This design comes from an exercise in tuning for small area, a short achievable clock period and few clock cycles on the open sky130 flow, not from production work.
Function was checked by simulation only, so behaviour that the tests miss may differ from the original.
Power and IR drop assume default switching activity.

==> flow/run.sh <==
#!/bin/bash
# synth_recipe.tcl (not shown) runs the flow's synth.tcl, then flattens the netlist and writes it again
# the make line also repeats each setting of config.mk as NAME=value (left out here)
make -C /OpenROAD-flow-scripts/flow DESIGN_CONFIG=/design/flow/config.mk WORK_HOME=/design/flow/orfs CLKGATE_MAP_FILE= SYNTH_SCRIPT=/design/flow/synth_recipe.tcl finish
==> flow/config.mk <==
export PLATFORM = sky130hd
export DESIGN_NAME = top
export DESIGN_NICKNAME = top
export VERILOG_FILES = /design/flow/design.v
export SDC_FILE = /design/flow/constraint.sdc
export NUM_CORES = 8
export LEC_CHECK = 0
export ABC_CLOCK_PERIOD_IN_PS = 6000
export CAP_MARGIN = 20
export CORE_MARGIN = 2
export CORE_UTILIZATION = 30
export PLACE_DENSITY = 0.5
export SETUP_SLACK_MARGIN = 0.3
export SLEW_MARGIN = 20
==> flow/constraint.sdc <==
create_clock -name core_clock -period 12.0 [get_ports {clk}]
set_input_delay 2.4000 -clock core_clock [delete_from_list [all_inputs] [get_ports {clk}]]
set_output_delay 2.4000 -clock core_clock [all_outputs]
set_load 0.01 [all_outputs]
==> flow/design.v <==
`timescale 1ns / 100ps
`default_nettype none
`timescale 1ns / 100ps
`default_nettype none
module alu(
   input wire [31:0] rs,
   input wire [31:0] rt,
   input wire [5:0] funct,
   input wire [4:0] shamt,
   output wire [31:0] rd,
   output wire zflag);
   localparam funct_add = 6'b100000;
   localparam funct_sub = 6'b100010;
   localparam funct_and = 6'b100100;
   localparam funct_or  = 6'b100101;
   localparam funct_xor = 6'b100110; 
   localparam funct_nor = 6'b100111;
   localparam funct_sll = 6'b000000; 
   localparam funct_srl = 6'b000010; 
   localparam funct_sra = 6'b000011;
   wire [32:0] a = {{32{rs[31]}}, rs} >> shamt;
   assign rd = funct == funct_add ? rs + rt :
      funct == funct_sub ? rs - rt :
      funct == funct_and ? rs & rt :
      funct == funct_or  ? rs | rt :
      funct == funct_xor ? rs ^ rt :
      funct == funct_nor ? ~(rs | rt) :
      funct == funct_sll ? rs << shamt :
      funct == funct_srl ? rs >> shamt :
      funct == funct_sra ? a[31:0] : 32'b0;
   assign zflag = rd == 31'b0 ? 1'b1 : 1'b0;
endmodule
`default_nettype wire
`timescale 1ns / 100ps
`default_nettype none
module controller(
   input wire rstn,
   input wire [5:0] opecode,
   input wire [5:0] funct,
   (* mark_debug = "true" *) input wire clk,
   output wire [5:0] alu_func,
   output wire in_gof,
   output wire out_gof,
   output wire zors,
   output wire reorim,
   output wire write_reg,
   output wire write_pc,
   output wire write_lr,
   output wire [1:0] cp_type,
   output wire jrorrt,
   output wire enbranch,
   input wire zflag,
   output wire mem_we,
   output wire loadornot,
   output wire lsorlui,
   output wire memornot);
   (* mark_debug = "true" *) reg [1:0] status;
   reg valid;
   reg write_reg_r;
   reg write_pc_r;
   reg write_lr_r;
   reg mem_we_r;
   assign in_gof = 1'b0;
   assign out_gof = 1'b0;
   assign zors = 1'b0;
   assign enbranch = zflag^opecode[0];
   assign jrorrt = opecode == 6'b000001 ? 1'b1 : 1'b0;
   assign write_reg = write_reg_r;
   assign write_pc = write_pc_r;
   assign write_lr = write_lr_r;
   assign mem_we = mem_we_r;
   assign reorim = (opecode == 6'b001000) || (opecode == 6'b001100) || (opecode == 6'b001101) || (opecode == 6'b001010);
   assign loadornot = opecode == 6'b100011 ? 1'b1 : 1'b0;
   assign lsorlui = opecode == 6'b001111 ? 1'b1 : 1'b0;
   assign alu_func = opecode == 6'b0 ? funct :
      opecode == 6'b001000 ? 6'b100000 :
      opecode == 6'b001100 ? 6'b100100 :
      opecode == 6'b001101 ? 6'b100101 :
      opecode == 6'b001010 ? 6'b101010 :
      opecode == 6'b000100 ? 6'b100010 :
      opecode == 6'b000101 ? 6'b100010 : 6'b000000;
   assign cp_type = opecode == 6'b111111 ? 2'b01 :
      (opecode == 6'b000000) && (funct == 6'b001000) ? 2'b01 :
      opecode == 6'b000010 ? 2'b10 :
      opecode == 6'b000011 ? 2'b10 :
      opecode == 6'b000100 ? 2'b11 :
      opecode == 6'b000101 ? 2'b11 : 2'b00;
   always @(posedge clk) begin
      if(~rstn) begin
         valid <= 1'b0;
         status <= 2'b00;
         write_reg_r <= 1'b0;
         write_pc_r <= 1'b0;
         write_lr_r <= 1'b0;
         mem_we_r <= 1'b0;
      end else
      if (valid == 1'b0) begin
         if (opecode == 6'b000000) begin
            status <= 2'b00;
            valid <= 1'b1;
         end
      end else begin
         if (opecode == 6'b111111) begin
               status <= 2'b00;
               valid <= 1'b0;
         end else begin
            if (status == 2'b00) begin
               write_pc_r <= 1'b0;
               write_reg_r <= 1'b0;
               mem_we_r <= 1'b0;
               status <= 2'b01;
            end else if (status == 2'b01) begin
               status <= 2'b10;
            end else if (status == 2'b10) begin
               write_pc_r <= 1'b0;
               if ((opecode == 6'b000100) || (opecode == 6'b000101)) begin
                  mem_we_r <= 1'b0;
                  write_reg_r <= 1'b0;
               end else if ((opecode == 6'b101011) || (opecode == 6'b001111)) begin 
                  mem_we_r <= 1'b1;
                  write_reg_r <= 1'b0;
               end else begin
                  mem_we_r <= 1'b0;
                  write_reg_r <= 1'b1;
               end
               status <= 2'b11;
            end else begin
               write_pc_r <= 1'b1;
               write_reg_r <= 1'b0;
               mem_we_r <= 1'b0;
               status <= 2'b00;
            end
         end
      end
   end
endmodule
`default_nettype wire
`timescale 1ns / 100ps
`default_nettype none
module data_selector(
    input wire [31:0] data0,
    input wire [31:0] data1,
    input wire choice,
    output wire [31:0] odata);
    assign odata = choice == 1'b0 ? data0 : data1;
endmodule
`default_nettype wire
`timescale 1ns / 100ps
`default_nettype none
module immd_extender(
    input wire [15:0] immd,
    input wire zors,
    output wire [31:0] eximmd);
    assign eximmd = zors == 1'b0 ? {16'b0, immd} : { {16{immd[15]}}, immd};
endmodule 
`default_nettype wire
`timescale 1ns / 100ps
`default_nettype none
module inst_decoder(
   input wire [31:0] instrm,
   output wire [5:0] opecode,
   output wire [4:0] rd,
   output wire [4:0] rs,
   output wire [4:0] rt,
   output wire [4:0] shamt,
   output wire [5:0] funct,
   output wire [15:0] immd,
   output wire [25:0] addr);
   assign opecode = instrm[31:26];
   assign rd = instrm[25:21];
   assign rs = (instrm[31:26] == 6'b001111) ? instrm[25:21] : instrm[20:16];
   assign rt = ((instrm[31:26] == 6'b000100) || (instrm[31:26] == 6'b000101) || (instrm[31:26] == 6'b101011)) ? instrm[25:21] : instrm[15:11];
   assign shamt = instrm[10:6];
   assign funct = instrm[5:0];
   assign immd = instrm[15:0];
   assign addr = instrm[25:0];
endmodule
`default_nettype wire
 `timescale 1ns / 100ps
`default_nettype none
module memdata_gen(
   input wire [15:0] immd,
   input wire [31:0] adreg,
   input wire [31:0] wdreg,
   input wire lsorlui,
   output wire [31:0] mem_addr,
   output wire [31:0] mem_wdata);
   assign mem_addr = lsorlui == 1'b1 ? adreg : adreg + {16'b0, immd};
   assign mem_wdata = lsorlui == 1'b1 ? {immd, 16'b0} : wdreg;
endmodule
`default_nettype wire
`timescale 1ns / 100ps
`default_nettype none
module pc_incrementer(
    input wire [31:0] cpc,
    input wire [31:0] regs,
    input wire [15:0] immd,
    input wire [25:0] addr,
    input wire enbranch,
    input wire [1:0] cp_type,
    output wire [31:0] npc);
    wire [31:0] a = 32'd4 + {{14{immd[15]}}, immd, 2'b0};
    assign npc = cp_type == 2'b00 ? cpc + 32'd4 :
    	cp_type == 2'b01 ? regs :
    	cp_type == 2'b10 ? {cpc[31:28], addr, 2'b0} : 
      enbranch == 1'b1 ? cpc + a : cpc + 32'd4;
endmodule 
`default_nettype wire
 `timescale 1ns / 100ps
`default_nettype none
module reg_reader (
   input wire r_gfflag,  
   input wire [4:0] r_num,
   output wire [32-1:0] r_data,
   input wire [32*64-1:0] regsout,
   input wire clk);
   wire [32:0] regs_sub [64:0];
   wire [32-1:0] reg32 [31:0];
   wire [32-1:0] reg16 [15:0];
   wire [32-1:0] reg8 [7:0];
   wire [32-1:0] reg4 [3:0];
   wire [32-1:0] reg2 [1:0];
   wire [5:0] a = {r_gfflag, r_num};
   generate
    genvar i;
    for (i=0; i<64; i=i+1) begin
      assign regs_sub[i] = regsout[i*32+32-1:i*32];
    end
    for (i=0; i<32; i=i+1) begin
      assign reg32[i] = r_gfflag == 1'b1 ? regs_sub[i+32] : regs_sub[i];
    end
    for (i=0; i<16; i=i+1) begin
      assign reg16[i] = r_num[4] == 1'b1 ? reg32[i+16] : reg32[i];
    end
    for (i=0; i<8; i=i+1) begin
      assign reg8[i] = r_num[3] == 1'b1 ? reg16[i+8] : reg16[i];
    end
    for (i=0; i<4; i=i+1) begin
      assign reg4[i] = r_num[2] == 1'b1 ? reg8[i+4] : reg8[i];
    end
    for (i=0; i<2; i=i+1) begin
      assign reg2[i] = r_num[1] == 1'b1 ? reg4[i+2] : reg4[i];
    end
endgenerate
   assign r_data = r_num[0] == 1'b1 ? reg2[1] : reg2[0];
endmodule
`default_nettype wire
 `timescale 1ns / 100ps
`default_nettype none
module reg_writer (
   input wire r_gfflag,  
   input wire [4:0] r_num,
   input wire [32-1:0] r_data,
   input wire enable,  
   output wire [32*64-1:0] regsin,
   output wire [64-1:0] enables);
   wire [32-1:0] regs_sub [64-1:0];
   wire [5:0] rnum = {r_gfflag, r_num};
   generate
       genvar i;
       for (i=0; i<64; i=i+1) begin
          assign regsin[i*32+32-1:i*32] = regs_sub[i];
       end
       for (i=0; i<64; i=i+1) begin
          assign regs_sub[i] = i == r_num ? r_data : 32'b0;
          assign enables[i] = i == r_num ? enable : 1'b0;
       end
   endgenerate
endmodule
`default_nettype wire
 `timescale 1ns / 100ps
`default_nettype none
module register (
   input wire [32-1:0] inp,
   input wire clk,
   input wire enable,
   input wire rstn,
   output wire [32-1:0] outp);
   reg [32-1:0] data;
   assign outp = data;
   always @(posedge clk) begin
      if (~rstn) begin
         data <= 32'b0;
      end else if (enable) begin
         data <= inp;
      end
   end
endmodule
`default_nettype wire
 `timescale 1ns / 100ps
`default_nettype none
module registers (
   input wire [32 * 64 - 1:0] inreg,
   input wire [64 - 1:0] enable,
   (* mark_debug = "true" *)input wire clk,
   input wire rstn,
   (* mark_debug = "true" *)output wire [32 * 64 - 1:0] outreg);
   wire [32-1:0] inreg_sub [64-1:0];
   wire [32-1:0] outreg_sub [64-1:0];
   assign outreg_sub[0] = {32'b0};
   generate
       genvar i;
       for (i=0; i<64; i=i+1) begin
          assign inreg_sub[i] = inreg[i*32+32-1:i*32];
          assign outreg[i*32+32-1:i*32] = outreg_sub[i];
       end
       for (i=1; i<64; i=i+1) begin
          register i_r (.inp(inreg_sub[i]), .clk(clk), .enable(enable[i]), .outp(outreg_sub[i]), .rstn(rstn));
       end
   endgenerate
endmodule
`default_nettype wire
 `timescale 1ns / 100ps
`default_nettype none
module top(
   input wire clk,
   input wire rstn,
   input wire [32-1:0] instr,
   output wire [32-1:0] program_counter,
   output wire [32-1:0] link_register,
   output wire [32-1:0] mem_addr,
   input wire [32-1:0] mem_rdata,
   output wire [32-1:0] mem_wdata,
   output wire mem_we,
   input wire [5:0] regnum,
   output wire [32-1:0] reggg
   );
    wire [32-1:0] cor_pc;
    wire [32-1:0] nxt_pc;
    wire [32-1:0] lr_data;
    wire [32-1:0] regpc;
    wire [5:0] opecode;
    wire [4:0] rd;
    wire [4:0] rs;
    wire [4:0] rt;
    wire [4:0] shamt;
    wire [5:0] funct;
    wire [15:0] immd;
    wire [25:0] addr;
    wire [5:0] alu_funct;
    wire in_gof;
    wire out_gof;
    wire zors;
    wire reorim;
    wire write_pc;
    wire write_lr;
    wire write_reg;
    wire [1:0] cp_type;
    wire jrorrt;
    wire enbranch;
    wire zflag;
    wire loadornot;
    wire lsorlui;
    wire memornot;
    wire [32*64-1:0] regsin;
    wire [32*64-1:0] regsout;
    wire [64-1:0] regenable;
    wire [31:0] eximmd;
    wire [31:0] rd_data;
    wire [31:0] tf_data;
    wire [31:0] rs_data;
    wire [31:0] rt_data;
    wire [31:0] alu_data;
    wire [31:0] alu_odata;
    wire immflag;
    assign program_counter = cor_pc;
    assign link_register = lr_data;
    register pc(.inp(nxt_pc), .clk(clk), .enable(write_pc), .outp(cor_pc), .rstn(rstn));
    register lr(.inp(cor_pc), .clk(clk), .enable(write_lr), .outp(lr_data), .rstn(rstn));
    inst_decoder inst_decoder(.instrm(instr), .opecode(opecode), .rd(rd), .rs(rs), .rt(rt), .shamt(shamt), .funct(funct), .immd(immd), .addr(addr));
    controller controller(.rstn(rstn), .opecode(opecode), .funct(funct), .clk(clk), .alu_func(alu_funct), .in_gof(in_gof), .out_gof(out_gof), .zors(zors), .reorim(reorim),  .write_reg(write_reg), .write_pc(write_pc), .write_lr(write_lr), .cp_type(cp_type), .jrorrt(jrorrt), .enbranch(enbranch), .zflag(zflag), .mem_we(mem_we), .loadornot(loadornot), .lsorlui(lsorlui));
    data_selector data_selector3(.data0(alu_odata), .data1(eximmd), .choice(1'b0), .odata(tf_data));
    data_selector data_selector4(.data0(tf_data), .data1(mem_rdata), .choice(loadornot), .odata(rd_data));
    reg_writer reg_writer(.r_gfflag(out_gof), .r_num(rd), .r_data(rd_data), .enable(write_reg), .regsin(regsin), .enables(regenable));
    registers regs(.inreg(regsin), .enable(regenable), .clk(clk), .outreg(regsout), .rstn(rstn));
    reg_reader reg_reader1(.r_gfflag(in_gof), .r_num(rs), .r_data(rs_data), .regsout(regsout), .clk(clk));
    reg_reader reg_reader2(.r_gfflag(in_gof), .r_num(rt), .r_data(rt_data), .regsout(regsout), .clk(clk));
    reg_reader reg_reader3(.r_gfflag(regnum[5]), .r_num(regnum[4:0]), .r_data(reggg), .regsout(regsout), .clk(clk));
    memdata_gen memdata_gen(.immd(immd), .adreg(rs_data), .wdreg(rt_data), .lsorlui(lsorlui), .mem_addr(mem_addr), .mem_wdata(mem_wdata)); 
    immd_extender immd_extender(.immd(immd), .zors(zors), .eximmd(eximmd));
    data_selector data_selector1(.data0(rt_data), .data1(eximmd), .choice(reorim), .odata(alu_data));
    alu alu(.rs(rs_data), .rt(alu_data), .funct(alu_funct), .shamt(shamt), .rd(alu_odata), .zflag(zflag));
    data_selector data_selector2(.data0(rs_data), .data1(lr_data), .choice(jrorrt), .odata(regpc));
    pc_incrementer pc_incrementer(.cpc(cor_pc), .regs(regpc), .immd(immd), .addr(addr), .enbranch(enbranch), .cp_type(cp_type), .npc(nxt_pc));
endmodule
`default_nettype wire
==> impl_metrics.ini <==
[run_status]
outcome = finished clean

[synthesis]
ys_warn_count = 5
yosysSeqAreaShare = 0.261
synth_cell_types = 115
synthTopCellsByArea = dfxtp_1, mux4_2, nand2_1
ys_ff_latch = 1030
synth_top_cell_by_area = dfxtp_1
synth_edf_count = 0
synth_flop_cell = dfxtp_1
netlist_instances = 9903
synth_area_sq_um = 79000
netlist.area_leader.share = 0.261
syn_area_per_cell_sq_um = 7.98
synth-async-reset-ratio = 0

[hold_path]
min_to = regs.genblk2[13].i_r.data[25]
whs_path_depth = 2
hp-class = reg2reg
min_from = regs.genblk2[13].i_r.data[25]

[timing]
max_freq_mhz = 85.1
period_share = 0.980
finalCriticalPeriod_ps = 11760
skew_ps = 42.1
rsz0062_at_grt = true
hold_violations = 0
slew_viol_final = 0
worstMarginPinSlew_ps = 1350
slew_headroom = 0.0933
setup_viol = 0

[routing]
drt-initial-drc-count = 14000
drt_wl_total_um = 541000
vias = 91357
viasPerCell = 6.58
post_drt_wl_per_cell_um = 38.9
dr.pass1.iters = 9
ant_nets = 0
drc_errors = 0

[critical_path]
cp_slowest_cell = clkdlybuf4s50_1
cp.required_ps = 9600
cp.arrival_ps = 9360
crit_type = in2out
r2r_start = regs.genblk2[6].i_r.data[4]
worstPathMaxFanout = 12
end_kind = output port
r2r-end = pc.data[9]
r2r_slack_ps = 4050
max_stage_delay_ps = 600
worstRegToRegCells = 33
worstSetupStartpointType = input pin

[clocking]
clock_latency_ps = 850
clockRootBuffer = clkbuf_16
clock-sinks = 1030
cts_max_path_buffers = 3
cts_tree = built
ctsHtreeMaxLevel = 4
cts_inserted_buffers = 131
clk_pin_slew_ps = 60

[global_route]
antenna_found_initial = 51
grt_pass1_wl_um = 727000
grt_remaining_overflow = 0
grt_usage = 0.391
grt_max_degree = 166
grt_pass1_vias = 84407

[cells_and_area]
area_delta_synth_final_pct = 21.3
drive_above_1_share = 0.208
final_nets = 10473
final_area_sq_um = 95800

[die]
coreArea_sq_um = 262000
die_area_sq_um = 267000
start_util = 0.301
num_io_pins = 233
std_cell_rows = 188
die_w_um = 517
die_h_um = 517

[place]
place.gp.congestion = 1.07
placed_cell_area_sq_um = 91000
portBuffers = 200
dp_hpwl_um = 385000

[job]
cap_viol_max_count = 0

[power_and_ir_drop]
power_density_nw_per_um2 = 109
ir_drop_mv = 0.160
finalPower_w = 0.0105
cellLeakagePower_nw = 34.6
==> logic make-up after synthesis <==
logic type                 Yosys count  share of synthesized area
AOI/OAI and AO/OA                 2912                      0.247
xor gates and xnor gates           131                     0.0145
adders and majority gates          152                     0.0245
buffers and inverters             1239                     0.0632
DFF                               1030                      0.261
muxes                              798                      0.189
other                                1                  0.0000475
and+or+nand+nor                   3640                      0.201
==> worst max path at each step <==
stage | cells after the start | endpoint | from | slack (ps)
final | 33 | mem_addr[26] | instr[30] | 240
after global placement | 43 | pc.data[9] | instr[29] | -710
after detailed placement | 33 | mem_addr[26] | instr[28] | -440
after global routing | 38 | mem_addr[26] | instr[28] | 80
after floorplan | 36 | pc.data[19] | instr[28] | 1040
after CTS | 36 | mem_addr[26] | instr[28] | 270
==> cells in the final DEF (no fill, tap or decap), types with 89 or more instances in the layout <==
cell / synthesis / layout
and2_1: 123 / 121
and3_1: 90 / 90
mux4_2: 550 / 550
o21ai_0: 491 / 479
nand3_1: 339 / 338
nand2_1: 1604 / 1567
ha_1: 148 / 147
a21boi_0: 207 / 205
o211a_1: 91 / 91
buf_12: 0 / 89
nor3_1: 170 / 167
a211oi_1: 248 / 247
dfxtp_1: 1030 / 1030
inv_1: 174 / 172
buf_4: 48 / 950
nor2_1: 1002 / 950
mux2i_1: 177 / 169
xnor2_1: 93 / 92
clkbuf_16: 0 / 134
clkdlybuf4s50_1: 0 / 175
a21oi_1: 818 / 798
a31oi_1: 118 / 106
==> critical path, delay by kind of cell <==
family	cells	cell delay, ps
AOI/OAI and AO/OA	15	2360
and+or+nand+nor	6	1600
buffers and inverters	10	2500
xor gates and xnor gates	1	120
adders and majority gates	1	340
==> cells in the mapped netlist (41+ instances only) <==
master	n
buf_1	158
o22ai_1	73
o31ai_1	43
a2111oi_0	81
nor2_1	1002
mux2i_1	177
a221oi_1	83
nor3_1	170
nor4_1	41
a31oi_1	118
dfxtp_1	1030
a22o_1	41
a32oi_1	54
nand4_1	49
and3_1	90
inv_1	174
a211oi_1	248
buf_2	92
o21ai_0	491
mux2_2	70
clkbuf_1	755
nand3_1	339
and2_1	123
buf_4	48
a21oi_1	818
o211a_1	91
xnor2_1	93
nand2_1	1604
nand2b_1	44
ha_1	148
a21boi_0	207
o211ai_1	77
mux4_2	550
o32ai_1	60
==> sequential cells by signal (all words and copies together) (netlist names) <==
name                    count
controller.valid            1
controller.mem_we_r         1
controller.write_pc_r       1
pc.data                    32
controller.write_reg_r      1
controller.status           2
regs.genblk2.i_r.data     992
==> metal layers <==
| metal | global-route usage | share of wire |
|---|---|---|
| met3 | 0.127 | 0.12 |
| met4 | 0.306 | 0.094 |
| met2 | 0.571 | 0.41 |
| met1 | 0.471 | 0.37 |
| met5 | 0 | 0.00092 |
==> power breakdown <==
part | switching [W] | internal (W) | leakage (nW)
logic | 0.00197 | 0.000950 | 24.1
registers | 0.000000177 | 0.00342 | 8.29
clock network | 0.00180 | 0.00235 | 2.14
total | 0.00376 | 0.00672 | 34.6
==> per-stage QoR <==
stage               setup TNS [ps]   util  instances  setup slack (ps)  hold slack, ps
finish                           0  0.366      13891               243             483
global route                     0  0.365      13869              78.4             503
CTS                              0  0.365      13861               274             481
global placement            -21640  0.347      13622              -707             459
floorplan                        0      -       9934              1040             446
detailed placement          -11320  0.347      13622              -440             472
==> what timing repair did <==
action,in CTS,in global routing
gates resized for setup,12,46
buffers inserted,6,2
endpoints found under the setup margin,17,47
pin swaps,2,4
gates cloned,1,0
hold buffers,0,0
==> area by class of cell <==
type	count	area (sq um)
clock inverters	43	532
well taps	3515	4400
fillers	26969	166000
repair buffers	1241	11000
clock buffers	189	3830
multi-input cells	7665	54700
inverters	180	687
diodes	28	70.1
flip-flops and latches	1030	20600
Testbench counts, summed over its fixed seeds: cycles 107,356.

static timing again, ports no longer ideal:
The flow's constraints put no driver on any port. The routed layout listed below was extracted and timed again, unchanged, in two steps. Step 1: set_driving_cell puts a clkbuf_16 on clk and a buf_2 on each other input, an assumption about the parent block. Step 2 also shifts input and output timing later by t, the mid clock arrival at the registers, as if the neighbouring blocks saw the same clock. a / b / c = ideal ports / drivers / drivers and shift; a / b = the first two.
t (ns): 0.928
setup slack, ns: 0.243 / 0.220 / -0.216
clock arrival spread, ns: 0.043 / 0.042
Met with ideal ports but missed after step 2: setup timing in this run. For this run, drivers alone change the setup slack by -0.023 ns; drivers and shift together by -0.459 ns.
